What follows belongs to an exercise in optimizing a design on an open flow for small area; a production flow would make more cautious choices. Function not checked in this run: the RTL went through the layout flow alone. Power is estimated from default activity; no workload was simulated.

[flow/run.sh]
#!/bin/bash
# Layout flow: the standard flow, with these changes in how the layout is made:
#  - synthesis maps with an area-oriented ABC script (strash; dch -f; amap -m)
#    and leaves adders to ABC (no separate full/half adder cells),
#  - port buffers use sky130_fd_sc_hd__buf_1,
#  - CTS uses small clock buffers and no dummy loads,
#  - floorplan removes synthesis buffers instead of sizing gates before placement.
# Each tool's output goes to a log file of its own in this folder.
set -uo pipefail
cp -r "$FLOW_HOME/scripts" scripts_mod
printf 'strash\ndch -f\namap -m\ntopo\n' > scripts_mod/abc_area.script
cp scripts_mod/abc_area.script scripts_mod/abc_speed.script
export REMOVE_ABC_BUFFERS=1
export BUFFER_PORTS_ARGS="-buffer_cell sky130_fd_sc_hd__buf_1"
export CTS_ARGS="-sink_clustering_enable -repair_clock_nets -dont_use_dummy_load -sink_clustering_size 32 -sink_clustering_max_diameter 300 -buf_list {sky130_fd_sc_hd__clkbuf_4}"
SCRIPTS_DIR="$PWD/scripts_mod" ADDER_MAP_FILE= bash standard.sh synth > synth.log 2>&1 || exit 1
bash standard.sh > layout.log 2>&1
[standard.sh]
#!/bin/bash
# synth_recipe.tcl (not shown) runs the flow's synth.tcl, then flattens the netlist and writes it again
# the make line also repeats each setting of config.mk as NAME=value (left out here)
make -C /OpenROAD-flow-scripts/flow DESIGN_CONFIG=/design/flow/config.mk WORK_HOME=/design/flow/orfs CLKGATE_MAP_FILE= SYNTH_SCRIPT=/design/flow/synth_recipe.tcl "${@:-finish}"
[config.mk]
export PLATFORM = sky130hd
export DESIGN_NAME = alu_top
export DESIGN_NICKNAME = alu_top
export VERILOG_FILES = /design/flow/design.v
export SDC_FILE = /design/flow/constraint.sdc
export NUM_CORES = 4
export LEC_CHECK = 0
export ABC_AREA = 1
export CAP_MARGIN = 10
export CORE_MARGIN = 2
export CORE_UTILIZATION = 40
export GPL_TIMING_DRIVEN = 0
export SLEW_MARGIN = 10
export SYNTH_HIERARCHICAL = 1
[constraint.sdc]
create_clock -name core_clock -period 4.5 [get_ports {clk}]
set_input_delay 0.9000 -clock core_clock [delete_from_list [all_inputs] [get_ports {clk}]]
set_output_delay 0.9000 -clock core_clock [all_outputs]
set_load 0.01 [all_outputs]
[design.v]
module alu_top(
    input clk, clear,
    input [31:0]alu_in0, alu_in1,
    input [3:0]control_signal,
    output reg [31:0]alu_out,
    output zero_flag
    );
    wire [31:0] a = alu_in0;
    wire [31:0] b = alu_in1;
    wire sub, k_p, k_c, k_g, k_r, k_l, k_u, k_s, left, leftn, fill;
    alu_dec u_dec(.op(control_signal), .a31(a[31]), .sub(sub), .k_p(k_p),
        .k_c(k_c), .k_g(k_g), .k_r(k_r), .k_l(k_l),
        .k_u(k_u), .k_s(k_s), .left(left), .fill(fill));
    assign leftn = control_signal[1];
    wire [31:0] p, g;
    wire [32:0] c;
    alu_pg u_pg0(.a(a[0]), .b(b[0]), .sub(sub), .p(p[0]), .g(g[0]));
    alu_pg u_pg1(.a(a[1]), .b(b[1]), .sub(sub), .p(p[1]), .g(g[1]));
    alu_pg u_pg2(.a(a[2]), .b(b[2]), .sub(sub), .p(p[2]), .g(g[2]));
    alu_pg u_pg3(.a(a[3]), .b(b[3]), .sub(sub), .p(p[3]), .g(g[3]));
    alu_pg u_pg4(.a(a[4]), .b(b[4]), .sub(sub), .p(p[4]), .g(g[4]));
    alu_pg u_pg5(.a(a[5]), .b(b[5]), .sub(sub), .p(p[5]), .g(g[5]));
    alu_pg u_pg6(.a(a[6]), .b(b[6]), .sub(sub), .p(p[6]), .g(g[6]));
    alu_pg u_pg7(.a(a[7]), .b(b[7]), .sub(sub), .p(p[7]), .g(g[7]));
    alu_pg u_pg8(.a(a[8]), .b(b[8]), .sub(sub), .p(p[8]), .g(g[8]));
    alu_pg u_pg9(.a(a[9]), .b(b[9]), .sub(sub), .p(p[9]), .g(g[9]));
    alu_pg u_pg10(.a(a[10]), .b(b[10]), .sub(sub), .p(p[10]), .g(g[10]));
    alu_pg u_pg11(.a(a[11]), .b(b[11]), .sub(sub), .p(p[11]), .g(g[11]));
    alu_pg u_pg12(.a(a[12]), .b(b[12]), .sub(sub), .p(p[12]), .g(g[12]));
    alu_pg u_pg13(.a(a[13]), .b(b[13]), .sub(sub), .p(p[13]), .g(g[13]));
    alu_pg u_pg14(.a(a[14]), .b(b[14]), .sub(sub), .p(p[14]), .g(g[14]));
    alu_pg u_pg15(.a(a[15]), .b(b[15]), .sub(sub), .p(p[15]), .g(g[15]));
    alu_pg u_pg16(.a(a[16]), .b(b[16]), .sub(sub), .p(p[16]), .g(g[16]));
    alu_pg u_pg17(.a(a[17]), .b(b[17]), .sub(sub), .p(p[17]), .g(g[17]));
    alu_pg u_pg18(.a(a[18]), .b(b[18]), .sub(sub), .p(p[18]), .g(g[18]));
    alu_pg u_pg19(.a(a[19]), .b(b[19]), .sub(sub), .p(p[19]), .g(g[19]));
    alu_pg u_pg20(.a(a[20]), .b(b[20]), .sub(sub), .p(p[20]), .g(g[20]));
    alu_pg u_pg21(.a(a[21]), .b(b[21]), .sub(sub), .p(p[21]), .g(g[21]));
    alu_pg u_pg22(.a(a[22]), .b(b[22]), .sub(sub), .p(p[22]), .g(g[22]));
    alu_pg u_pg23(.a(a[23]), .b(b[23]), .sub(sub), .p(p[23]), .g(g[23]));
    alu_pg u_pg24(.a(a[24]), .b(b[24]), .sub(sub), .p(p[24]), .g(g[24]));
    alu_pg u_pg25(.a(a[25]), .b(b[25]), .sub(sub), .p(p[25]), .g(g[25]));
    alu_pg u_pg26(.a(a[26]), .b(b[26]), .sub(sub), .p(p[26]), .g(g[26]));
    alu_pg u_pg27(.a(a[27]), .b(b[27]), .sub(sub), .p(p[27]), .g(g[27]));
    alu_pg u_pg28(.a(a[28]), .b(b[28]), .sub(sub), .p(p[28]), .g(g[28]));
    alu_pg u_pg29(.a(a[29]), .b(b[29]), .sub(sub), .p(p[29]), .g(g[29]));
    alu_pg u_pg30(.a(a[30]), .b(b[30]), .sub(sub), .p(p[30]), .g(g[30]));
    alu_pg u_pg31(.a(a[31]), .b(b[31]), .sub(sub), .p(p[31]), .g(g[31]));
    assign c[0] = sub;
    wire [3:0] GG0, PP0;
    assign GG0[0] = g[0];
    assign PP0[0] = p[0];
    alu_blkpre4 u_gp0(.p(p[3:0]), .g(g[3:0]), .G(GG0[3:1]), .P(PP0[3:1]));
    wire G0 = GG0[3];
    wire P0 = PP0[3];
    alu_cnode u_ci0_0(.G(GG0[0]), .P(PP0[0]), .cin(c[0]), .cout(c[1]));
    alu_cnode u_ci0_1(.G(GG0[1]), .P(PP0[1]), .cin(c[0]), .cout(c[2]));
    alu_cnode u_ci0_2(.G(GG0[2]), .P(PP0[2]), .cin(c[0]), .cout(c[3]));
    wire [3:0] GG1, PP1;
    assign GG1[0] = g[4];
    assign PP1[0] = p[4];
    alu_blkpre4 u_gp1(.p(p[7:4]), .g(g[7:4]), .G(GG1[3:1]), .P(PP1[3:1]));
    wire G1 = GG1[3];
    wire P1 = PP1[3];
    alu_cnode u_ci1_0(.G(GG1[0]), .P(PP1[0]), .cin(c[4]), .cout(c[5]));
    alu_cnode u_ci1_1(.G(GG1[1]), .P(PP1[1]), .cin(c[4]), .cout(c[6]));
    alu_cnode u_ci1_2(.G(GG1[2]), .P(PP1[2]), .cin(c[4]), .cout(c[7]));
    wire [3:0] GG2, PP2;
    assign GG2[0] = g[8];
    assign PP2[0] = p[8];
    alu_blkpre4 u_gp2(.p(p[11:8]), .g(g[11:8]), .G(GG2[3:1]), .P(PP2[3:1]));
    wire G2 = GG2[3];
    wire P2 = PP2[3];
    alu_cnode u_ci2_0(.G(GG2[0]), .P(PP2[0]), .cin(c[8]), .cout(c[9]));
    alu_cnode u_ci2_1(.G(GG2[1]), .P(PP2[1]), .cin(c[8]), .cout(c[10]));
    alu_cnode u_ci2_2(.G(GG2[2]), .P(PP2[2]), .cin(c[8]), .cout(c[11]));
    wire [3:0] GG3, PP3;
    assign GG3[0] = g[12];
    assign PP3[0] = p[12];
    alu_blkpre4 u_gp3(.p(p[15:12]), .g(g[15:12]), .G(GG3[3:1]), .P(PP3[3:1]));
    wire G3 = GG3[3];
    wire P3 = PP3[3];
    alu_cnode u_ci3_0(.G(GG3[0]), .P(PP3[0]), .cin(c[12]), .cout(c[13]));
    alu_cnode u_ci3_1(.G(GG3[1]), .P(PP3[1]), .cin(c[12]), .cout(c[14]));
    alu_cnode u_ci3_2(.G(GG3[2]), .P(PP3[2]), .cin(c[12]), .cout(c[15]));
    wire [3:0] GG4, PP4;
    assign GG4[0] = g[16];
    assign PP4[0] = p[16];
    alu_blkpre4 u_gp4(.p(p[19:16]), .g(g[19:16]), .G(GG4[3:1]), .P(PP4[3:1]));
    wire G4 = GG4[3];
    wire P4 = PP4[3];
    alu_cnode u_ci4_0(.G(GG4[0]), .P(PP4[0]), .cin(c[16]), .cout(c[17]));
    alu_cnode u_ci4_1(.G(GG4[1]), .P(PP4[1]), .cin(c[16]), .cout(c[18]));
    alu_cnode u_ci4_2(.G(GG4[2]), .P(PP4[2]), .cin(c[16]), .cout(c[19]));
    wire [3:0] GG5, PP5;
    assign GG5[0] = g[20];
    assign PP5[0] = p[20];
    alu_blkpre4 u_gp5(.p(p[23:20]), .g(g[23:20]), .G(GG5[3:1]), .P(PP5[3:1]));
    wire G5 = GG5[3];
    wire P5 = PP5[3];
    alu_cnode u_ci5_0(.G(GG5[0]), .P(PP5[0]), .cin(c[20]), .cout(c[21]));
    alu_cnode u_ci5_1(.G(GG5[1]), .P(PP5[1]), .cin(c[20]), .cout(c[22]));
    alu_cnode u_ci5_2(.G(GG5[2]), .P(PP5[2]), .cin(c[20]), .cout(c[23]));
    wire [3:0] GG6, PP6;
    assign GG6[0] = g[24];
    assign PP6[0] = p[24];
    alu_blkpre4 u_gp6(.p(p[27:24]), .g(g[27:24]), .G(GG6[3:1]), .P(PP6[3:1]));
    wire G6 = GG6[3];
    wire P6 = PP6[3];
    alu_cnode u_ci6_0(.G(GG6[0]), .P(PP6[0]), .cin(c[24]), .cout(c[25]));
    alu_cnode u_ci6_1(.G(GG6[1]), .P(PP6[1]), .cin(c[24]), .cout(c[26]));
    alu_cnode u_ci6_2(.G(GG6[2]), .P(PP6[2]), .cin(c[24]), .cout(c[27]));
    wire [3:0] GG7, PP7;
    assign GG7[0] = g[28];
    assign PP7[0] = p[28];
    alu_blkpre4 u_gp7(.p(p[31:28]), .g(g[31:28]), .G(GG7[3:1]), .P(PP7[3:1]));
    wire G7 = GG7[3];
    wire P7 = PP7[3];
    alu_cnode u_ci7_0(.G(GG7[0]), .P(PP7[0]), .cin(c[28]), .cout(c[29]));
    alu_cnode u_ci7_1(.G(GG7[1]), .P(PP7[1]), .cin(c[28]), .cout(c[30]));
    alu_cnode u_ci7_2(.G(GG7[2]), .P(PP7[2]), .cin(c[28]), .cout(c[31]));
    wire BG_1_0;
    alu_cnode u_BG_1_0(.G(G0), .P(P0), .cin(sub), .cout(BG_1_0));
    wire BG_3_2;
    alu_cnode u_BG_3_2(.G(G2), .P(P2), .cin(G1), .cout(BG_3_2));
    wire BP_3_2;
    alu_and2 u_BP_3_2(.a(P2), .b(P1), .y(BP_3_2));
    wire BG_5_4;
    alu_cnode u_BG_5_4(.G(G4), .P(P4), .cin(G3), .cout(BG_5_4));
    wire BP_5_4;
    alu_and2 u_BP_5_4(.a(P4), .b(P3), .y(BP_5_4));
    wire BG_7_6;
    alu_cnode u_BG_7_6(.G(G6), .P(P6), .cin(G5), .cout(BG_7_6));
    wire BP_7_6;
    alu_and2 u_BP_7_6(.a(P6), .b(P5), .y(BP_7_6));
    wire BG_2_0;
    alu_cnode u_BG_2_0(.G(G1), .P(P1), .cin(BG_1_0), .cout(BG_2_0));
    wire BG_3_0;
    alu_cnode u_BG_3_0(.G(BG_3_2), .P(BP_3_2), .cin(BG_1_0), .cout(BG_3_0));
    wire BG_6_4;
    alu_cnode u_BG_6_4(.G(G5), .P(P5), .cin(BG_5_4), .cout(BG_6_4));
    wire BP_6_4;
    alu_and2 u_BP_6_4(.a(P5), .b(BP_5_4), .y(BP_6_4));
    wire BG_7_4;
    alu_cnode u_BG_7_4(.G(BG_7_6), .P(BP_7_6), .cin(BG_5_4), .cout(BG_7_4));
    wire BP_7_4;
    alu_and2 u_BP_7_4(.a(BP_7_6), .b(BP_5_4), .y(BP_7_4));
    wire BG_4_0;
    alu_cnode u_BG_4_0(.G(G3), .P(P3), .cin(BG_3_0), .cout(BG_4_0));
    wire BG_5_0;
    alu_cnode u_BG_5_0(.G(BG_5_4), .P(BP_5_4), .cin(BG_3_0), .cout(BG_5_0));
    wire BG_6_0;
    alu_cnode u_BG_6_0(.G(BG_6_4), .P(BP_6_4), .cin(BG_3_0), .cout(BG_6_0));
    wire BG_7_0;
    alu_cnode u_BG_7_0(.G(BG_7_4), .P(BP_7_4), .cin(BG_3_0), .cout(BG_7_0));
    wire BG_8_0;
    alu_cnode u_BG_8_0(.G(G7), .P(P7), .cin(BG_7_0), .cout(BG_8_0));
    assign c[4] = BG_1_0;
    assign c[8] = BG_2_0;
    assign c[12] = BG_3_0;
    assign c[16] = BG_4_0;
    assign c[20] = BG_5_0;
    assign c[24] = BG_6_0;
    assign c[28] = BG_7_0;
    assign c[32] = BG_8_0;
    wire [31:0] s0;
    alu_muxa u_rv0(.d0(a[0]), .d1(a[31]), .s(left), .sn(leftn), .yn(s0[0]));
    alu_muxa u_rv1(.d0(a[1]), .d1(a[30]), .s(left), .sn(leftn), .yn(s0[1]));
    alu_muxa u_rv2(.d0(a[2]), .d1(a[29]), .s(left), .sn(leftn), .yn(s0[2]));
    alu_muxa u_rv3(.d0(a[3]), .d1(a[28]), .s(left), .sn(leftn), .yn(s0[3]));
    alu_muxa u_rv4(.d0(a[4]), .d1(a[27]), .s(left), .sn(leftn), .yn(s0[4]));
    alu_muxa u_rv5(.d0(a[5]), .d1(a[26]), .s(left), .sn(leftn), .yn(s0[5]));
    alu_muxa u_rv6(.d0(a[6]), .d1(a[25]), .s(left), .sn(leftn), .yn(s0[6]));
    alu_muxa u_rv7(.d0(a[7]), .d1(a[24]), .s(left), .sn(leftn), .yn(s0[7]));
    alu_muxa u_rv8(.d0(a[8]), .d1(a[23]), .s(left), .sn(leftn), .yn(s0[8]));
    alu_muxa u_rv9(.d0(a[9]), .d1(a[22]), .s(left), .sn(leftn), .yn(s0[9]));
    alu_muxa u_rv10(.d0(a[10]), .d1(a[21]), .s(left), .sn(leftn), .yn(s0[10]));
    alu_muxa u_rv11(.d0(a[11]), .d1(a[20]), .s(left), .sn(leftn), .yn(s0[11]));
    alu_muxa u_rv12(.d0(a[12]), .d1(a[19]), .s(left), .sn(leftn), .yn(s0[12]));
    alu_muxa u_rv13(.d0(a[13]), .d1(a[18]), .s(left), .sn(leftn), .yn(s0[13]));
    alu_muxa u_rv14(.d0(a[14]), .d1(a[17]), .s(left), .sn(leftn), .yn(s0[14]));
    alu_muxa u_rv15(.d0(a[15]), .d1(a[16]), .s(left), .sn(leftn), .yn(s0[15]));
    alu_muxa u_rv16(.d0(a[16]), .d1(a[15]), .s(left), .sn(leftn), .yn(s0[16]));
    alu_muxa u_rv17(.d0(a[17]), .d1(a[14]), .s(left), .sn(leftn), .yn(s0[17]));
    alu_muxa u_rv18(.d0(a[18]), .d1(a[13]), .s(left), .sn(leftn), .yn(s0[18]));
    alu_muxa u_rv19(.d0(a[19]), .d1(a[12]), .s(left), .sn(leftn), .yn(s0[19]));
    alu_muxa u_rv20(.d0(a[20]), .d1(a[11]), .s(left), .sn(leftn), .yn(s0[20]));
    alu_muxa u_rv21(.d0(a[21]), .d1(a[10]), .s(left), .sn(leftn), .yn(s0[21]));
    alu_muxa u_rv22(.d0(a[22]), .d1(a[9]), .s(left), .sn(leftn), .yn(s0[22]));
    alu_muxa u_rv23(.d0(a[23]), .d1(a[8]), .s(left), .sn(leftn), .yn(s0[23]));
    alu_muxa u_rv24(.d0(a[24]), .d1(a[7]), .s(left), .sn(leftn), .yn(s0[24]));
    alu_muxa u_rv25(.d0(a[25]), .d1(a[6]), .s(left), .sn(leftn), .yn(s0[25]));
    alu_muxa u_rv26(.d0(a[26]), .d1(a[5]), .s(left), .sn(leftn), .yn(s0[26]));
    alu_muxa u_rv27(.d0(a[27]), .d1(a[4]), .s(left), .sn(leftn), .yn(s0[27]));
    alu_muxa u_rv28(.d0(a[28]), .d1(a[3]), .s(left), .sn(leftn), .yn(s0[28]));
    alu_muxa u_rv29(.d0(a[29]), .d1(a[2]), .s(left), .sn(leftn), .yn(s0[29]));
    alu_muxa u_rv30(.d0(a[30]), .d1(a[1]), .s(left), .sn(leftn), .yn(s0[30]));
    alu_muxa u_rv31(.d0(a[31]), .d1(a[0]), .s(left), .sn(leftn), .yn(s0[31]));
    wire [4:0] sh = b[4:0];
    wire [4:0] shn;
    alu_inv5 u_shn(.a(sh), .y(shn));
    wire filln;
    alu_inv1 u_filln(.a(fill), .y(filln));
    wire [31:0] s1;
    wire q0;
    alu_nor2 u_q0(.a(shn[0]), .b(fill), .y(q0));
    alu_muxo u_s0_0(.d0n(s0[0]), .d1n(s0[1]), .s(sh[0]), .sn(shn[0]), .y(s1[0]));
    alu_muxo u_s0_1(.d0n(s0[1]), .d1n(s0[2]), .s(sh[0]), .sn(shn[0]), .y(s1[1]));
    alu_muxo u_s0_2(.d0n(s0[2]), .d1n(s0[3]), .s(sh[0]), .sn(shn[0]), .y(s1[2]));
    alu_muxo u_s0_3(.d0n(s0[3]), .d1n(s0[4]), .s(sh[0]), .sn(shn[0]), .y(s1[3]));
    alu_muxo u_s0_4(.d0n(s0[4]), .d1n(s0[5]), .s(sh[0]), .sn(shn[0]), .y(s1[4]));
    alu_muxo u_s0_5(.d0n(s0[5]), .d1n(s0[6]), .s(sh[0]), .sn(shn[0]), .y(s1[5]));
    alu_muxo u_s0_6(.d0n(s0[6]), .d1n(s0[7]), .s(sh[0]), .sn(shn[0]), .y(s1[6]));
    alu_muxo u_s0_7(.d0n(s0[7]), .d1n(s0[8]), .s(sh[0]), .sn(shn[0]), .y(s1[7]));
    alu_muxo u_s0_8(.d0n(s0[8]), .d1n(s0[9]), .s(sh[0]), .sn(shn[0]), .y(s1[8]));
    alu_muxo u_s0_9(.d0n(s0[9]), .d1n(s0[10]), .s(sh[0]), .sn(shn[0]), .y(s1[9]));
    alu_muxo u_s0_10(.d0n(s0[10]), .d1n(s0[11]), .s(sh[0]), .sn(shn[0]), .y(s1[10]));
    alu_muxo u_s0_11(.d0n(s0[11]), .d1n(s0[12]), .s(sh[0]), .sn(shn[0]), .y(s1[11]));
    alu_muxo u_s0_12(.d0n(s0[12]), .d1n(s0[13]), .s(sh[0]), .sn(shn[0]), .y(s1[12]));
    alu_muxo u_s0_13(.d0n(s0[13]), .d1n(s0[14]), .s(sh[0]), .sn(shn[0]), .y(s1[13]));
    alu_muxo u_s0_14(.d0n(s0[14]), .d1n(s0[15]), .s(sh[0]), .sn(shn[0]), .y(s1[14]));
    alu_muxo u_s0_15(.d0n(s0[15]), .d1n(s0[16]), .s(sh[0]), .sn(shn[0]), .y(s1[15]));
    alu_muxo u_s0_16(.d0n(s0[16]), .d1n(s0[17]), .s(sh[0]), .sn(shn[0]), .y(s1[16]));
    alu_muxo u_s0_17(.d0n(s0[17]), .d1n(s0[18]), .s(sh[0]), .sn(shn[0]), .y(s1[17]));
    alu_muxo u_s0_18(.d0n(s0[18]), .d1n(s0[19]), .s(sh[0]), .sn(shn[0]), .y(s1[18]));
    alu_muxo u_s0_19(.d0n(s0[19]), .d1n(s0[20]), .s(sh[0]), .sn(shn[0]), .y(s1[19]));
    alu_muxo u_s0_20(.d0n(s0[20]), .d1n(s0[21]), .s(sh[0]), .sn(shn[0]), .y(s1[20]));
    alu_muxo u_s0_21(.d0n(s0[21]), .d1n(s0[22]), .s(sh[0]), .sn(shn[0]), .y(s1[21]));
    alu_muxo u_s0_22(.d0n(s0[22]), .d1n(s0[23]), .s(sh[0]), .sn(shn[0]), .y(s1[22]));
    alu_muxo u_s0_23(.d0n(s0[23]), .d1n(s0[24]), .s(sh[0]), .sn(shn[0]), .y(s1[23]));
    alu_muxo u_s0_24(.d0n(s0[24]), .d1n(s0[25]), .s(sh[0]), .sn(shn[0]), .y(s1[24]));
    alu_muxo u_s0_25(.d0n(s0[25]), .d1n(s0[26]), .s(sh[0]), .sn(shn[0]), .y(s1[25]));
    alu_muxo u_s0_26(.d0n(s0[26]), .d1n(s0[27]), .s(sh[0]), .sn(shn[0]), .y(s1[26]));
    alu_muxo u_s0_27(.d0n(s0[27]), .d1n(s0[28]), .s(sh[0]), .sn(shn[0]), .y(s1[27]));
    alu_muxo u_s0_28(.d0n(s0[28]), .d1n(s0[29]), .s(sh[0]), .sn(shn[0]), .y(s1[28]));
    alu_muxo u_s0_29(.d0n(s0[29]), .d1n(s0[30]), .s(sh[0]), .sn(shn[0]), .y(s1[29]));
    alu_muxo u_s0_30(.d0n(s0[30]), .d1n(s0[31]), .s(sh[0]), .sn(shn[0]), .y(s1[30]));
    alu_a21oi u_s0_31(.a1(shn[0]), .a2(s0[31]), .b1(q0), .y(s1[31]));
    wire [31:0] s2;
    wire q1;
    alu_nor2 u_q1(.a(shn[4]), .b(filln), .y(q1));
    alu_muxa u_s1_0(.d0(s1[0]), .d1(s1[16]), .s(sh[4]), .sn(shn[4]), .yn(s2[0]));
    alu_muxa u_s1_1(.d0(s1[1]), .d1(s1[17]), .s(sh[4]), .sn(shn[4]), .yn(s2[1]));
    alu_muxa u_s1_2(.d0(s1[2]), .d1(s1[18]), .s(sh[4]), .sn(shn[4]), .yn(s2[2]));
    alu_muxa u_s1_3(.d0(s1[3]), .d1(s1[19]), .s(sh[4]), .sn(shn[4]), .yn(s2[3]));
    alu_muxa u_s1_4(.d0(s1[4]), .d1(s1[20]), .s(sh[4]), .sn(shn[4]), .yn(s2[4]));
    alu_muxa u_s1_5(.d0(s1[5]), .d1(s1[21]), .s(sh[4]), .sn(shn[4]), .yn(s2[5]));
    alu_muxa u_s1_6(.d0(s1[6]), .d1(s1[22]), .s(sh[4]), .sn(shn[4]), .yn(s2[6]));
    alu_muxa u_s1_7(.d0(s1[7]), .d1(s1[23]), .s(sh[4]), .sn(shn[4]), .yn(s2[7]));
    alu_muxa u_s1_8(.d0(s1[8]), .d1(s1[24]), .s(sh[4]), .sn(shn[4]), .yn(s2[8]));
    alu_muxa u_s1_9(.d0(s1[9]), .d1(s1[25]), .s(sh[4]), .sn(shn[4]), .yn(s2[9]));
    alu_muxa u_s1_10(.d0(s1[10]), .d1(s1[26]), .s(sh[4]), .sn(shn[4]), .yn(s2[10]));
    alu_muxa u_s1_11(.d0(s1[11]), .d1(s1[27]), .s(sh[4]), .sn(shn[4]), .yn(s2[11]));
    alu_muxa u_s1_12(.d0(s1[12]), .d1(s1[28]), .s(sh[4]), .sn(shn[4]), .yn(s2[12]));
    alu_muxa u_s1_13(.d0(s1[13]), .d1(s1[29]), .s(sh[4]), .sn(shn[4]), .yn(s2[13]));
    alu_muxa u_s1_14(.d0(s1[14]), .d1(s1[30]), .s(sh[4]), .sn(shn[4]), .yn(s2[14]));
    alu_muxa u_s1_15(.d0(s1[15]), .d1(s1[31]), .s(sh[4]), .sn(shn[4]), .yn(s2[15]));
    alu_a21oi u_s1_16(.a1(shn[4]), .a2(s1[16]), .b1(q1), .y(s2[16]));
    alu_a21oi u_s1_17(.a1(shn[4]), .a2(s1[17]), .b1(q1), .y(s2[17]));
    alu_a21oi u_s1_18(.a1(shn[4]), .a2(s1[18]), .b1(q1), .y(s2[18]));
    alu_a21oi u_s1_19(.a1(shn[4]), .a2(s1[19]), .b1(q1), .y(s2[19]));
    alu_a21oi u_s1_20(.a1(shn[4]), .a2(s1[20]), .b1(q1), .y(s2[20]));
    alu_a21oi u_s1_21(.a1(shn[4]), .a2(s1[21]), .b1(q1), .y(s2[21]));
    alu_a21oi u_s1_22(.a1(shn[4]), .a2(s1[22]), .b1(q1), .y(s2[22]));
    alu_a21oi u_s1_23(.a1(shn[4]), .a2(s1[23]), .b1(q1), .y(s2[23]));
    alu_a21oi u_s1_24(.a1(shn[4]), .a2(s1[24]), .b1(q1), .y(s2[24]));
    alu_a21oi u_s1_25(.a1(shn[4]), .a2(s1[25]), .b1(q1), .y(s2[25]));
    alu_a21oi u_s1_26(.a1(shn[4]), .a2(s1[26]), .b1(q1), .y(s2[26]));
    alu_a21oi u_s1_27(.a1(shn[4]), .a2(s1[27]), .b1(q1), .y(s2[27]));
    alu_a21oi u_s1_28(.a1(shn[4]), .a2(s1[28]), .b1(q1), .y(s2[28]));
    alu_a21oi u_s1_29(.a1(shn[4]), .a2(s1[29]), .b1(q1), .y(s2[29]));
    alu_a21oi u_s1_30(.a1(shn[4]), .a2(s1[30]), .b1(q1), .y(s2[30]));
    alu_a21oi u_s1_31(.a1(shn[4]), .a2(s1[31]), .b1(q1), .y(s2[31]));
    wire [31:0] s3;
    wire q2;
    alu_nor2 u_q2(.a(shn[1]), .b(fill), .y(q2));
    alu_muxo u_s2_0(.d0n(s2[0]), .d1n(s2[2]), .s(sh[1]), .sn(shn[1]), .y(s3[0]));
    alu_muxo u_s2_1(.d0n(s2[1]), .d1n(s2[3]), .s(sh[1]), .sn(shn[1]), .y(s3[1]));
    alu_muxo u_s2_2(.d0n(s2[2]), .d1n(s2[4]), .s(sh[1]), .sn(shn[1]), .y(s3[2]));
    alu_muxo u_s2_3(.d0n(s2[3]), .d1n(s2[5]), .s(sh[1]), .sn(shn[1]), .y(s3[3]));
    alu_muxo u_s2_4(.d0n(s2[4]), .d1n(s2[6]), .s(sh[1]), .sn(shn[1]), .y(s3[4]));
    alu_muxo u_s2_5(.d0n(s2[5]), .d1n(s2[7]), .s(sh[1]), .sn(shn[1]), .y(s3[5]));
    alu_muxo u_s2_6(.d0n(s2[6]), .d1n(s2[8]), .s(sh[1]), .sn(shn[1]), .y(s3[6]));
    alu_muxo u_s2_7(.d0n(s2[7]), .d1n(s2[9]), .s(sh[1]), .sn(shn[1]), .y(s3[7]));
    alu_muxo u_s2_8(.d0n(s2[8]), .d1n(s2[10]), .s(sh[1]), .sn(shn[1]), .y(s3[8]));
    alu_muxo u_s2_9(.d0n(s2[9]), .d1n(s2[11]), .s(sh[1]), .sn(shn[1]), .y(s3[9]));
    alu_muxo u_s2_10(.d0n(s2[10]), .d1n(s2[12]), .s(sh[1]), .sn(shn[1]), .y(s3[10]));
    alu_muxo u_s2_11(.d0n(s2[11]), .d1n(s2[13]), .s(sh[1]), .sn(shn[1]), .y(s3[11]));
    alu_muxo u_s2_12(.d0n(s2[12]), .d1n(s2[14]), .s(sh[1]), .sn(shn[1]), .y(s3[12]));
    alu_muxo u_s2_13(.d0n(s2[13]), .d1n(s2[15]), .s(sh[1]), .sn(shn[1]), .y(s3[13]));
    alu_muxo u_s2_14(.d0n(s2[14]), .d1n(s2[16]), .s(sh[1]), .sn(shn[1]), .y(s3[14]));
    alu_muxo u_s2_15(.d0n(s2[15]), .d1n(s2[17]), .s(sh[1]), .sn(shn[1]), .y(s3[15]));
    alu_muxo u_s2_16(.d0n(s2[16]), .d1n(s2[18]), .s(sh[1]), .sn(shn[1]), .y(s3[16]));
    alu_muxo u_s2_17(.d0n(s2[17]), .d1n(s2[19]), .s(sh[1]), .sn(shn[1]), .y(s3[17]));
    alu_muxo u_s2_18(.d0n(s2[18]), .d1n(s2[20]), .s(sh[1]), .sn(shn[1]), .y(s3[18]));
    alu_muxo u_s2_19(.d0n(s2[19]), .d1n(s2[21]), .s(sh[1]), .sn(shn[1]), .y(s3[19]));
    alu_muxo u_s2_20(.d0n(s2[20]), .d1n(s2[22]), .s(sh[1]), .sn(shn[1]), .y(s3[20]));
    alu_muxo u_s2_21(.d0n(s2[21]), .d1n(s2[23]), .s(sh[1]), .sn(shn[1]), .y(s3[21]));
    alu_muxo u_s2_22(.d0n(s2[22]), .d1n(s2[24]), .s(sh[1]), .sn(shn[1]), .y(s3[22]));
    alu_muxo u_s2_23(.d0n(s2[23]), .d1n(s2[25]), .s(sh[1]), .sn(shn[1]), .y(s3[23]));
    alu_muxo u_s2_24(.d0n(s2[24]), .d1n(s2[26]), .s(sh[1]), .sn(shn[1]), .y(s3[24]));
    alu_muxo u_s2_25(.d0n(s2[25]), .d1n(s2[27]), .s(sh[1]), .sn(shn[1]), .y(s3[25]));
    alu_muxo u_s2_26(.d0n(s2[26]), .d1n(s2[28]), .s(sh[1]), .sn(shn[1]), .y(s3[26]));
    alu_muxo u_s2_27(.d0n(s2[27]), .d1n(s2[29]), .s(sh[1]), .sn(shn[1]), .y(s3[27]));
    alu_muxo u_s2_28(.d0n(s2[28]), .d1n(s2[30]), .s(sh[1]), .sn(shn[1]), .y(s3[28]));
    alu_muxo u_s2_29(.d0n(s2[29]), .d1n(s2[31]), .s(sh[1]), .sn(shn[1]), .y(s3[29]));
    alu_a21oi u_s2_30(.a1(shn[1]), .a2(s2[30]), .b1(q2), .y(s3[30]));
    alu_a21oi u_s2_31(.a1(shn[1]), .a2(s2[31]), .b1(q2), .y(s3[31]));
    wire [31:0] s4;
    wire q3;
    alu_nor2 u_q3(.a(shn[3]), .b(filln), .y(q3));
    alu_muxa u_s3_0(.d0(s3[0]), .d1(s3[8]), .s(sh[3]), .sn(shn[3]), .yn(s4[0]));
    alu_muxa u_s3_1(.d0(s3[1]), .d1(s3[9]), .s(sh[3]), .sn(shn[3]), .yn(s4[1]));
    alu_muxa u_s3_2(.d0(s3[2]), .d1(s3[10]), .s(sh[3]), .sn(shn[3]), .yn(s4[2]));
    alu_muxa u_s3_3(.d0(s3[3]), .d1(s3[11]), .s(sh[3]), .sn(shn[3]), .yn(s4[3]));
    alu_muxa u_s3_4(.d0(s3[4]), .d1(s3[12]), .s(sh[3]), .sn(shn[3]), .yn(s4[4]));
    alu_muxa u_s3_5(.d0(s3[5]), .d1(s3[13]), .s(sh[3]), .sn(shn[3]), .yn(s4[5]));
    alu_muxa u_s3_6(.d0(s3[6]), .d1(s3[14]), .s(sh[3]), .sn(shn[3]), .yn(s4[6]));
    alu_muxa u_s3_7(.d0(s3[7]), .d1(s3[15]), .s(sh[3]), .sn(shn[3]), .yn(s4[7]));
    alu_muxa u_s3_8(.d0(s3[8]), .d1(s3[16]), .s(sh[3]), .sn(shn[3]), .yn(s4[8]));
    alu_muxa u_s3_9(.d0(s3[9]), .d1(s3[17]), .s(sh[3]), .sn(shn[3]), .yn(s4[9]));
    alu_muxa u_s3_10(.d0(s3[10]), .d1(s3[18]), .s(sh[3]), .sn(shn[3]), .yn(s4[10]));
    alu_muxa u_s3_11(.d0(s3[11]), .d1(s3[19]), .s(sh[3]), .sn(shn[3]), .yn(s4[11]));
    alu_muxa u_s3_12(.d0(s3[12]), .d1(s3[20]), .s(sh[3]), .sn(shn[3]), .yn(s4[12]));
    alu_muxa u_s3_13(.d0(s3[13]), .d1(s3[21]), .s(sh[3]), .sn(shn[3]), .yn(s4[13]));
    alu_muxa u_s3_14(.d0(s3[14]), .d1(s3[22]), .s(sh[3]), .sn(shn[3]), .yn(s4[14]));
    alu_muxa u_s3_15(.d0(s3[15]), .d1(s3[23]), .s(sh[3]), .sn(shn[3]), .yn(s4[15]));
    alu_muxa u_s3_16(.d0(s3[16]), .d1(s3[24]), .s(sh[3]), .sn(shn[3]), .yn(s4[16]));
    alu_muxa u_s3_17(.d0(s3[17]), .d1(s3[25]), .s(sh[3]), .sn(shn[3]), .yn(s4[17]));
    alu_muxa u_s3_18(.d0(s3[18]), .d1(s3[26]), .s(sh[3]), .sn(shn[3]), .yn(s4[18]));
    alu_muxa u_s3_19(.d0(s3[19]), .d1(s3[27]), .s(sh[3]), .sn(shn[3]), .yn(s4[19]));
    alu_muxa u_s3_20(.d0(s3[20]), .d1(s3[28]), .s(sh[3]), .sn(shn[3]), .yn(s4[20]));
    alu_muxa u_s3_21(.d0(s3[21]), .d1(s3[29]), .s(sh[3]), .sn(shn[3]), .yn(s4[21]));
    alu_muxa u_s3_22(.d0(s3[22]), .d1(s3[30]), .s(sh[3]), .sn(shn[3]), .yn(s4[22]));
    alu_muxa u_s3_23(.d0(s3[23]), .d1(s3[31]), .s(sh[3]), .sn(shn[3]), .yn(s4[23]));
    alu_a21oi u_s3_24(.a1(shn[3]), .a2(s3[24]), .b1(q3), .y(s4[24]));
    alu_a21oi u_s3_25(.a1(shn[3]), .a2(s3[25]), .b1(q3), .y(s4[25]));
    alu_a21oi u_s3_26(.a1(shn[3]), .a2(s3[26]), .b1(q3), .y(s4[26]));
    alu_a21oi u_s3_27(.a1(shn[3]), .a2(s3[27]), .b1(q3), .y(s4[27]));
    alu_a21oi u_s3_28(.a1(shn[3]), .a2(s3[28]), .b1(q3), .y(s4[28]));
    alu_a21oi u_s3_29(.a1(shn[3]), .a2(s3[29]), .b1(q3), .y(s4[29]));
    alu_a21oi u_s3_30(.a1(shn[3]), .a2(s3[30]), .b1(q3), .y(s4[30]));
    alu_a21oi u_s3_31(.a1(shn[3]), .a2(s3[31]), .b1(q3), .y(s4[31]));
    wire [31:0] s5;
    wire q4;
    alu_nor2 u_q4(.a(shn[2]), .b(fill), .y(q4));
    alu_muxo u_s4_0(.d0n(s4[0]), .d1n(s4[4]), .s(sh[2]), .sn(shn[2]), .y(s5[0]));
    alu_muxo u_s4_1(.d0n(s4[1]), .d1n(s4[5]), .s(sh[2]), .sn(shn[2]), .y(s5[1]));
    alu_muxo u_s4_2(.d0n(s4[2]), .d1n(s4[6]), .s(sh[2]), .sn(shn[2]), .y(s5[2]));
    alu_muxo u_s4_3(.d0n(s4[3]), .d1n(s4[7]), .s(sh[2]), .sn(shn[2]), .y(s5[3]));
    alu_muxo u_s4_4(.d0n(s4[4]), .d1n(s4[8]), .s(sh[2]), .sn(shn[2]), .y(s5[4]));
    alu_muxo u_s4_5(.d0n(s4[5]), .d1n(s4[9]), .s(sh[2]), .sn(shn[2]), .y(s5[5]));
    alu_muxo u_s4_6(.d0n(s4[6]), .d1n(s4[10]), .s(sh[2]), .sn(shn[2]), .y(s5[6]));
    alu_muxo u_s4_7(.d0n(s4[7]), .d1n(s4[11]), .s(sh[2]), .sn(shn[2]), .y(s5[7]));
    alu_muxo u_s4_8(.d0n(s4[8]), .d1n(s4[12]), .s(sh[2]), .sn(shn[2]), .y(s5[8]));
    alu_muxo u_s4_9(.d0n(s4[9]), .d1n(s4[13]), .s(sh[2]), .sn(shn[2]), .y(s5[9]));
    alu_muxo u_s4_10(.d0n(s4[10]), .d1n(s4[14]), .s(sh[2]), .sn(shn[2]), .y(s5[10]));
    alu_muxo u_s4_11(.d0n(s4[11]), .d1n(s4[15]), .s(sh[2]), .sn(shn[2]), .y(s5[11]));
    alu_muxo u_s4_12(.d0n(s4[12]), .d1n(s4[16]), .s(sh[2]), .sn(shn[2]), .y(s5[12]));
    alu_muxo u_s4_13(.d0n(s4[13]), .d1n(s4[17]), .s(sh[2]), .sn(shn[2]), .y(s5[13]));
    alu_muxo u_s4_14(.d0n(s4[14]), .d1n(s4[18]), .s(sh[2]), .sn(shn[2]), .y(s5[14]));
    alu_muxo u_s4_15(.d0n(s4[15]), .d1n(s4[19]), .s(sh[2]), .sn(shn[2]), .y(s5[15]));
    alu_muxo u_s4_16(.d0n(s4[16]), .d1n(s4[20]), .s(sh[2]), .sn(shn[2]), .y(s5[16]));
    alu_muxo u_s4_17(.d0n(s4[17]), .d1n(s4[21]), .s(sh[2]), .sn(shn[2]), .y(s5[17]));
    alu_muxo u_s4_18(.d0n(s4[18]), .d1n(s4[22]), .s(sh[2]), .sn(shn[2]), .y(s5[18]));
    alu_muxo u_s4_19(.d0n(s4[19]), .d1n(s4[23]), .s(sh[2]), .sn(shn[2]), .y(s5[19]));
    alu_muxo u_s4_20(.d0n(s4[20]), .d1n(s4[24]), .s(sh[2]), .sn(shn[2]), .y(s5[20]));
    alu_muxo u_s4_21(.d0n(s4[21]), .d1n(s4[25]), .s(sh[2]), .sn(shn[2]), .y(s5[21]));
    alu_muxo u_s4_22(.d0n(s4[22]), .d1n(s4[26]), .s(sh[2]), .sn(shn[2]), .y(s5[22]));
    alu_muxo u_s4_23(.d0n(s4[23]), .d1n(s4[27]), .s(sh[2]), .sn(shn[2]), .y(s5[23]));
    alu_muxo u_s4_24(.d0n(s4[24]), .d1n(s4[28]), .s(sh[2]), .sn(shn[2]), .y(s5[24]));
    alu_muxo u_s4_25(.d0n(s4[25]), .d1n(s4[29]), .s(sh[2]), .sn(shn[2]), .y(s5[25]));
    alu_muxo u_s4_26(.d0n(s4[26]), .d1n(s4[30]), .s(sh[2]), .sn(shn[2]), .y(s5[26]));
    alu_muxo u_s4_27(.d0n(s4[27]), .d1n(s4[31]), .s(sh[2]), .sn(shn[2]), .y(s5[27]));
    alu_a21oi u_s4_28(.a1(shn[2]), .a2(s4[28]), .b1(q4), .y(s5[28]));
    alu_a21oi u_s4_29(.a1(shn[2]), .a2(s4[29]), .b1(q4), .y(s5[29]));
    alu_a21oi u_s4_30(.a1(shn[2]), .a2(s4[30]), .b1(q4), .y(s5[30]));
    alu_a21oi u_s4_31(.a1(shn[2]), .a2(s4[31]), .b1(q4), .y(s5[31]));
    wire [31:0] res;
    wire f0;
    alu_bit0 u_bit0(.f(f0), .p31(p[31]), .c32(c[32]), .k_u(k_u), .k_s(k_s), .y(res[0]));
    alu_fin u_fin0(.p(p[0]), .c(c[0]), .g(g[0]), .sr(s5[0]), .sl(s5[31]), .k_p(k_p), .k_c(k_c), .k_g(k_g), .k_r(k_r), .k_l(k_l), .y(f0));
    alu_fin u_fin1(.p(p[1]), .c(c[1]), .g(g[1]), .sr(s5[1]), .sl(s5[30]), .k_p(k_p), .k_c(k_c), .k_g(k_g), .k_r(k_r), .k_l(k_l), .y(res[1]));
    alu_fin u_fin2(.p(p[2]), .c(c[2]), .g(g[2]), .sr(s5[2]), .sl(s5[29]), .k_p(k_p), .k_c(k_c), .k_g(k_g), .k_r(k_r), .k_l(k_l), .y(res[2]));
    alu_fin u_fin3(.p(p[3]), .c(c[3]), .g(g[3]), .sr(s5[3]), .sl(s5[28]), .k_p(k_p), .k_c(k_c), .k_g(k_g), .k_r(k_r), .k_l(k_l), .y(res[3]));
    alu_fin u_fin4(.p(p[4]), .c(c[4]), .g(g[4]), .sr(s5[4]), .sl(s5[27]), .k_p(k_p), .k_c(k_c), .k_g(k_g), .k_r(k_r), .k_l(k_l), .y(res[4]));
    alu_fin u_fin5(.p(p[5]), .c(c[5]), .g(g[5]), .sr(s5[5]), .sl(s5[26]), .k_p(k_p), .k_c(k_c), .k_g(k_g), .k_r(k_r), .k_l(k_l), .y(res[5]));
    alu_fin u_fin6(.p(p[6]), .c(c[6]), .g(g[6]), .sr(s5[6]), .sl(s5[25]), .k_p(k_p), .k_c(k_c), .k_g(k_g), .k_r(k_r), .k_l(k_l), .y(res[6]));
    alu_fin u_fin7(.p(p[7]), .c(c[7]), .g(g[7]), .sr(s5[7]), .sl(s5[24]), .k_p(k_p), .k_c(k_c), .k_g(k_g), .k_r(k_r), .k_l(k_l), .y(res[7]));
    alu_fin u_fin8(.p(p[8]), .c(c[8]), .g(g[8]), .sr(s5[8]), .sl(s5[23]), .k_p(k_p), .k_c(k_c), .k_g(k_g), .k_r(k_r), .k_l(k_l), .y(res[8]));
    alu_fin u_fin9(.p(p[9]), .c(c[9]), .g(g[9]), .sr(s5[9]), .sl(s5[22]), .k_p(k_p), .k_c(k_c), .k_g(k_g), .k_r(k_r), .k_l(k_l), .y(res[9]));
    alu_fin u_fin10(.p(p[10]), .c(c[10]), .g(g[10]), .sr(s5[10]), .sl(s5[21]), .k_p(k_p), .k_c(k_c), .k_g(k_g), .k_r(k_r), .k_l(k_l), .y(res[10]));
    alu_fin u_fin11(.p(p[11]), .c(c[11]), .g(g[11]), .sr(s5[11]), .sl(s5[20]), .k_p(k_p), .k_c(k_c), .k_g(k_g), .k_r(k_r), .k_l(k_l), .y(res[11]));
    alu_fin u_fin12(.p(p[12]), .c(c[12]), .g(g[12]), .sr(s5[12]), .sl(s5[19]), .k_p(k_p), .k_c(k_c), .k_g(k_g), .k_r(k_r), .k_l(k_l), .y(res[12]));
    alu_fin u_fin13(.p(p[13]), .c(c[13]), .g(g[13]), .sr(s5[13]), .sl(s5[18]), .k_p(k_p), .k_c(k_c), .k_g(k_g), .k_r(k_r), .k_l(k_l), .y(res[13]));
    alu_fin u_fin14(.p(p[14]), .c(c[14]), .g(g[14]), .sr(s5[14]), .sl(s5[17]), .k_p(k_p), .k_c(k_c), .k_g(k_g), .k_r(k_r), .k_l(k_l), .y(res[14]));
    alu_fin u_fin15(.p(p[15]), .c(c[15]), .g(g[15]), .sr(s5[15]), .sl(s5[16]), .k_p(k_p), .k_c(k_c), .k_g(k_g), .k_r(k_r), .k_l(k_l), .y(res[15]));
    alu_fin u_fin16(.p(p[16]), .c(c[16]), .g(g[16]), .sr(s5[16]), .sl(s5[15]), .k_p(k_p), .k_c(k_c), .k_g(k_g), .k_r(k_r), .k_l(k_l), .y(res[16]));
    alu_fin u_fin17(.p(p[17]), .c(c[17]), .g(g[17]), .sr(s5[17]), .sl(s5[14]), .k_p(k_p), .k_c(k_c), .k_g(k_g), .k_r(k_r), .k_l(k_l), .y(res[17]));
    alu_fin u_fin18(.p(p[18]), .c(c[18]), .g(g[18]), .sr(s5[18]), .sl(s5[13]), .k_p(k_p), .k_c(k_c), .k_g(k_g), .k_r(k_r), .k_l(k_l), .y(res[18]));
    alu_fin u_fin19(.p(p[19]), .c(c[19]), .g(g[19]), .sr(s5[19]), .sl(s5[12]), .k_p(k_p), .k_c(k_c), .k_g(k_g), .k_r(k_r), .k_l(k_l), .y(res[19]));
    alu_fin u_fin20(.p(p[20]), .c(c[20]), .g(g[20]), .sr(s5[20]), .sl(s5[11]), .k_p(k_p), .k_c(k_c), .k_g(k_g), .k_r(k_r), .k_l(k_l), .y(res[20]));
    alu_fin u_fin21(.p(p[21]), .c(c[21]), .g(g[21]), .sr(s5[21]), .sl(s5[10]), .k_p(k_p), .k_c(k_c), .k_g(k_g), .k_r(k_r), .k_l(k_l), .y(res[21]));
    alu_fin u_fin22(.p(p[22]), .c(c[22]), .g(g[22]), .sr(s5[22]), .sl(s5[9]), .k_p(k_p), .k_c(k_c), .k_g(k_g), .k_r(k_r), .k_l(k_l), .y(res[22]));
    alu_fin u_fin23(.p(p[23]), .c(c[23]), .g(g[23]), .sr(s5[23]), .sl(s5[8]), .k_p(k_p), .k_c(k_c), .k_g(k_g), .k_r(k_r), .k_l(k_l), .y(res[23]));
    alu_fin u_fin24(.p(p[24]), .c(c[24]), .g(g[24]), .sr(s5[24]), .sl(s5[7]), .k_p(k_p), .k_c(k_c), .k_g(k_g), .k_r(k_r), .k_l(k_l), .y(res[24]));
    alu_fin u_fin25(.p(p[25]), .c(c[25]), .g(g[25]), .sr(s5[25]), .sl(s5[6]), .k_p(k_p), .k_c(k_c), .k_g(k_g), .k_r(k_r), .k_l(k_l), .y(res[25]));
    alu_fin u_fin26(.p(p[26]), .c(c[26]), .g(g[26]), .sr(s5[26]), .sl(s5[5]), .k_p(k_p), .k_c(k_c), .k_g(k_g), .k_r(k_r), .k_l(k_l), .y(res[26]));
    alu_fin u_fin27(.p(p[27]), .c(c[27]), .g(g[27]), .sr(s5[27]), .sl(s5[4]), .k_p(k_p), .k_c(k_c), .k_g(k_g), .k_r(k_r), .k_l(k_l), .y(res[27]));
    alu_fin u_fin28(.p(p[28]), .c(c[28]), .g(g[28]), .sr(s5[28]), .sl(s5[3]), .k_p(k_p), .k_c(k_c), .k_g(k_g), .k_r(k_r), .k_l(k_l), .y(res[28]));
    alu_fin u_fin29(.p(p[29]), .c(c[29]), .g(g[29]), .sr(s5[29]), .sl(s5[2]), .k_p(k_p), .k_c(k_c), .k_g(k_g), .k_r(k_r), .k_l(k_l), .y(res[29]));
    alu_fin u_fin30(.p(p[30]), .c(c[30]), .g(g[30]), .sr(s5[30]), .sl(s5[1]), .k_p(k_p), .k_c(k_c), .k_g(k_g), .k_r(k_r), .k_l(k_l), .y(res[30]));
    alu_fin u_fin31(.p(p[31]), .c(c[31]), .g(g[31]), .sr(s5[31]), .sl(s5[0]), .k_p(k_p), .k_c(k_c), .k_g(k_g), .k_r(k_r), .k_l(k_l), .y(res[31]));
    alu_zero u_zero(.x(alu_out), .z(zero_flag));
    always @(posedge clk or posedge clear) begin
        if (clear)
            alu_out <= 32'b0;
        else
            alu_out <= res;
    end
endmodule
module alu_dec(input [3:0] op, input a31, output sub, k_p, k_c, k_g,
               output k_r, k_l, k_u, k_s, left, fill);
    wire lo = ~op[3];
    alu_subdec u_sub(.op(op), .sub(sub));                             
    assign k_c = lo & ~op[2] & ~op[1];                                
    assign k_g = lo & ~op[2] & op[1];                                 
    assign k_p = lo & ((~op[2] & ~op[1]) | (~op[2] & op[0]) | (op[2] & ~op[1] & ~op[0]));  
    assign k_r = lo & op[2] & op[1];                                  
    assign k_l = lo & op[2] & ~op[1] & op[0];                         
    assign k_u = op[3] & ~op[2] & ~op[1] & ~op[0];                    
    assign k_s = op[3] & ~op[2] & ~op[1] & op[0];                     
    assign left = ~op[1];                                             
    assign fill = op[1] & op[0] & a31;                                
endmodule
module alu_subdec(input [3:0] op, output sub);
    assign sub = op[3] | (op[0] & ~op[1]);
endmodule
module alu_pg(input a, b, sub, output p, g);
    wire x;
    alu_xor2 u_x(.a(a), .b(b), .y(x));
    alu_xor2 u_p(.a(x), .b(sub), .y(p));
    alu_nor2b u_g(.a(p), .bn(a), .y(g));
endmodule
module alu_nor2(input a, b, output y);
    assign y = ~(a | b);
endmodule
module alu_a21oi(input a1, a2, b1, output y);
    assign y = ~((a1 & a2) | b1);
endmodule
module alu_nor2b(input a, bn, output y);
    assign y = ~(a | ~bn);
endmodule
module alu_a22oi(input a1, a2, b1, b2, output y);
    assign y = ~((a1 & a2) | (b1 & b2));
endmodule
module alu_mux2(input a0, a1, s, output y);
    assign y = s ? a1 : a0;
endmodule
module alu_xor2(input a, b, output y);
    assign y = a ^ b;
endmodule
module alu_nand2(input a, b, output y);
    assign y = ~(a & b);
endmodule
module alu_a222oi(input a1, a2, b1, b2, c1, c2, output y);
    assign y = ~((a1 & a2) | (b1 & b2) | (c1 & c2));
endmodule
module alu_a2bb2oi(input a1n, a2n, b1, b2, output y);
    assign y = ~((~a1n & ~a2n) | (b1 & b2));
endmodule
module alu_and2(input a, b, output y);
    assign y = a & b;
endmodule
module alu_cnode(input G, P, cin, output cout);
    assign cout = G | (P & cin);
endmodule
module alu_slt(input p31, c32, k_u, k_s, output y);
    assign y = (k_u & ~c32) | (k_s & (p31 ^ c32));
endmodule
module alu_muxa(input d0, d1, s, sn, output yn);
    assign yn = ~((d0 & sn) | (d1 & s));
endmodule
module alu_muxo(input d0n, d1n, s, sn, output y);
    assign y = ~((d0n | s) & (d1n | sn));
endmodule
module alu_inv5(input [4:0] a, output [4:0] y);
    assign y = ~a;
endmodule
module alu_inv1(input a, output y);
    assign y = ~a;
endmodule
module alu_fin(input p, c, g, sr, sl, k_p, k_c, k_g, k_r, k_l, output y);
    wire ln, rn;
    alu_a222oi u_l(.a1(p), .a2(k_p), .b1(sr), .b2(k_r), .c1(sl), .c2(k_l), .y(ln));
    alu_a22oi u_r(.a1(g), .a2(k_g), .b1(c), .b2(k_c), .y(rn));
    alu_xor2 u_y(.a(ln), .b(rn), .y(y));
endmodule
module alu_bit0(input f, p31, c32, k_u, k_s, output y);
    wire t0, t1;
    assign t1 = f | (k_s & ~p31);
    assign t0 = f | k_u | (k_s & p31);
    alu_mux2 u_m(.a0(t0), .a1(t1), .s(c32), .y(y));
endmodule
module alu_zero(input [31:0] x, output z);
    assign z = ~|x;
endmodule
module alu_blkpre4(input [3:0] p, g, output [3:1] G, P);
    wire [3:0] gg, pp;
    assign gg[0] = g[0];
    assign pp[0] = p[0];
    genvar i;
    generate for (i = 1; i < 4; i = i + 1) begin : g_c
        alu_cnode u_g(.G(g[i]), .P(p[i]), .cin(gg[i-1]), .cout(gg[i]));
        alu_and2 u_p(.a(p[i]), .b(pp[i-1]), .y(pp[i]));
    end endgenerate
    assign G = gg[3:1];
    assign P = pp[3:1];
endmodule
==> results.txt <==
[through the flow]
| step | instances | util [%] | worst slack (ps) | setup TNS [ps] | cell area (um2) |
|---|---|---|---|---|---|
| 2_1_floorplan | 643 | - | -1020 | -25270 | 4510 |
| 3_3_place_gp | 885 | 46.3 | -3590 | -104440 | 5070 |
| 3_5_place_dp | 896 | 47.8 | -1240 | -23130 | 5230 |
| 4_1_cts | 901 | 48.3 | 58.0 | 0 | 5280 |
| 5_1_grt | 908 | 48.9 | 15.8 | 0 | 5350 |
| 6_report | 908 | 48.9 | 215 | 0 | 5350 |
[modules after synthesis, one instance, submodules excluded, a selection]
| module | copies in the design | flops+latches | area, um2 | cells inside |
|---|---|---|---|---|
| alu_dec | 1 | 0 | 60.1 | 12 |
| alu_muxa | 72 | 0 | 7.51 | 1 |
| alu_mux2 | 1 | 0 | 11.3 | 1 |
| alu_cnode | 61 | 0 | 7.51 | 1 |
| alu_inv1 | 1 | 0 | 3.75 | 1 |
| alu_inv5 | 1 | 0 | 18.8 | 5 |
| alu_and2 | 29 | 0 | 6.26 | 1 |
| alu_subdec | 1 | 0 | 11.3 | 2 |
| alu_nor2b | 32 | 0 | 6.26 | 1 |
| alu_zero | 1 | 0 | 66.3 | 11 |
| alu_nor2 | 5 | 0 | 3.75 | 1 |
| alu_a22oi | 32 | 0 | 7.51 | 1 |
| alu_muxo | 89 | 0 | 6.26 | 1 |
| alu_a222oi | 32 | 0 | 10.0 | 1 |
[placed cells by master, fill, tap and decap left out, drive strengths merged]
cell	n
a21oi	127
inv	2
a22oi	104
nand3	1
nor2b	32
clkbuf	7
nor4	9
clkinv	10
o22ai	89
buf	116
a221oi	1
nor2	104
and2	29
a222oi	32
a211o	1
o21bai	3
clkdlybuf4s15	1
mux2	1
and3	1
nand4	2
dfrtp	32
a21o	61
nor3	3
[kinds of logic after synthesis]
logic type | share of synthesized area [%]
buf+inv | 0.999
mux | 0.250
flops | 17.8
compound gates | 61.8
simple gates | 19.2
[path summary, 6_finish.rpt]
check	from	endpoint
max	alu_in1[0]	alu_out[0]
max in group asynchronous	clear	alu_out[3]
min in group core_clock	control_signal[0]	alu_out[0]
min	clear	alu_out[5]
[final cells by class]
cell class / count / area [um2]
fill: 1153 / 5580
timing repair buffer: 119 / 552
tap: 140 / 175
sequential: 32 / 801
clock buffer: 5 / 37.5
multi-input combinational: 600 / 3730
inverter: 12 / 56.3
[repair_timing]
| action | 4_1_cts | 5_1_grt |
|---|---|---|
| setup buffers | 0 | 5 |
| endpoints found under the setup margin | 32 | 14 |
| gates cloned | 0 | 1 |
| hold buffers | 0 | 0 |
| resized for setup | 9 | 3 |
| pin swaps | 0 | 1 |
[per-layer routing]
metal	wire (um)	vias up	GRT usage, %
li1	-	2950	-
met1	8350	2877	40.6
met2	9240	296	52.7
met3	1520	20	4.53
met4	242	0	7.86
met5	0	-	0
[report_power, final]
part	internal [uW]	switching [uW]	leakage, uW
Sequential	326	21.5	0.000412
Combinational	258	470	0.00163
Clock	52.1	95.0	0.0000230
[critical path, stage by stage]
cell and delay (ps):
sky130_fd_sc_hd__clkdlybuf4s15_2 610, sky130_fd_sc_hd__clkinv_2 560, sky130_fd_sc_hd__o22ai_1 400, sky130_fd_sc_hd__a22oi_1 180, sky130_fd_sc_hd__o22ai_1 300, sky130_fd_sc_hd__a22oi_1 140
sky130_fd_sc_hd__o22ai_1 400, sky130_fd_sc_hd__a222oi_1 210, sky130_fd_sc_hd__nor2_1 150, sky130_fd_sc_hd__a21oi_1 70, sky130_fd_sc_hd__a211o_1 240, sky130_fd_sc_hd__mux2_1 310
==> impl_results.md <==
- Most repeated cell in the gate-level netlist after synthesis: sky130_fd_sc_hd__a21oi_1
- Distinct cells, synth: 19
- HPWL Detailed: 14900 um
- Layout Nets: 840
- Pin count of the biggest net entering global routing: 39
- Leak Pwr: 0.00207 uW
- Maximum level of the CTS H-tree: 2
- Number of warnings reported in the yosys synthesis log: 7
- EDFF count, synth: 0
- Fraction of synthesized cell area taken by the top area cell type: 17.8%
- Die X-Extent: 110 um
- TritonCTS Buffers: 5
- Area enclosed by the die boundary: 12100 um2
- Initial antenna violation count: 0
- Power density normalized to cell area: 228 nW/um2
- Antenna Diode Count: 0
- Min Clock Period, post-route: 4280 ps
- Number of detailed-route iterations in the first pass: 9
- Class of the most critical setup path: input port to flip-flop
- Total vias in the final route: around 6100
- Maximum Capacitance Violations: 0
- Transition at the pin with the smallest max-transition slack: roughly 1000 ps
- Root cell of the clock tree: sky130_fd_sc_hd__clkbuf_4
- Max_slew headroom: a little under a third
- Total power consumption of the routed design: 1220 uW
- Reg with most FFs: alu_out
- Area growth syn-to-layout: 18.7%
- Via count of the first global-routing pass: about 5400
- Via density per instance: 6.77
- Vertical extent of the die: about 110 um
- Share of the clock period used by the worst path after layout: between 90% and 100%
- Dominant register cell in the synthesized netlist: sky130_fd_sc_hd__dfrtp_1
- Cell area after synthesis: 4510 um2
- CTS max path bufs: 2
- Std-Cell Core Area: 10900 um2
- Final Routed Wirelength: ~19000 um
- Mapped Cells: 643
- Hold Vio Cnt, Final: 0
- Arrival @ worst endpoint: ~4500 ps
- Aggregate global routing overflow: 0
- Antenna violation net count after detailed routing: 0
- Setup-violating endpoint count in the final report: 0
- Rows: 38
- Global-route wire length before repair: 28500 um
- Clock tree from TritonCTS: yes
- Number of flip-flops in the largest register: 32
- Endpoint type of the worst setup path: flip-flop
- Port Buf Inserts: 102
- CP max FO: 34
- Initial Utilization: 41.2%
- Final hold slack: 620 ps
- Number of clock sinks: 32
- Cell types with the highest counts after synthesis: sky130_fd_sc_hd__a21oi_1 (127), sky130_fd_sc_hd__a22oi_1 (104), sky130_fd_sc_hd__nor2_1 (104)
- Unrepaired setup endpoints after global routing: false
- Max frequency: ~230 MHz
- DRT iter0 DRCs: 668
- Synthesis-stage register bit count: 32
- Pins Over Slew Limit: 0
- Worst endpoint required time: 4710 ps
- Number of ports placed on the die boundary: ~100
- Class of the tightest hold or removal check: input port to async pin
- Drc violations: 0
- Registers with the highest flip-flop counts: alu_out (32)
- Peak supply drop: 0.000151 V
- Kind of start point of the critical path: input port
- Ratio of cells with drive above 1 in the final layout: under 10%
- Avg Cell Area, Syn: 7.01 um2
- Run status: finished clean
- Average wire per standard cell: 21.3 um
- Proportion of register bits with asynchronous set or reset after synthesis: 100%
- Weighted congestion reported at the end of routability-driven placement: 0.919
- Cells taking the most area after synthesis: sky130_fd_sc_hd__dfrtp_1 (18%), sky130_fd_sc_hd__a22oi_1 (17%), sky130_fd_sc_hd__a21oi_1 (14%)
- CTS clock-pin slew for the worst setup and hold paths: approximately 110 ps
- Total global routing track utilization: a little under a third
- Cell type with the highest aggregate area in the netlist: sky130_fd_sc_hd__dfrtp_1
- Sequential area share after synthesis: 17.8%

[static timing again, ports no longer ideal]
The results above use ideal ports. As a check the final layout listed here was re-extracted and re-timed, cells and wires unchanged.
Step 1 (the two cells are an assumption about what drives the block):
set clk [get_ports {clk}]
set_driving_cell -lib_cell sky130_fd_sc_hd__clkbuf_16 $clk
set_driving_cell -lib_cell sky130_fd_sc_hd__buf_2 [delete_from_list [all_inputs] $clk]
Step 2 times the ports against the registers' clock, not the clock port: input delays grow and output delays shrink by t, the midpoint of the rising clock arrivals with the driver on.
Slacks: no drivers / after step 1 / after step 2; pairs: no drivers / after step 1.
t (ns): 0.369
setup WS [ns]: 0.215 / 0.224 / -0.145
worst setup path at the end: input to register
Met with ideal ports but missed after step 2: setup timing in this run. For this run, drivers alone change the setup slack by +0.009 ns; drivers and shift together by -0.360 ns.
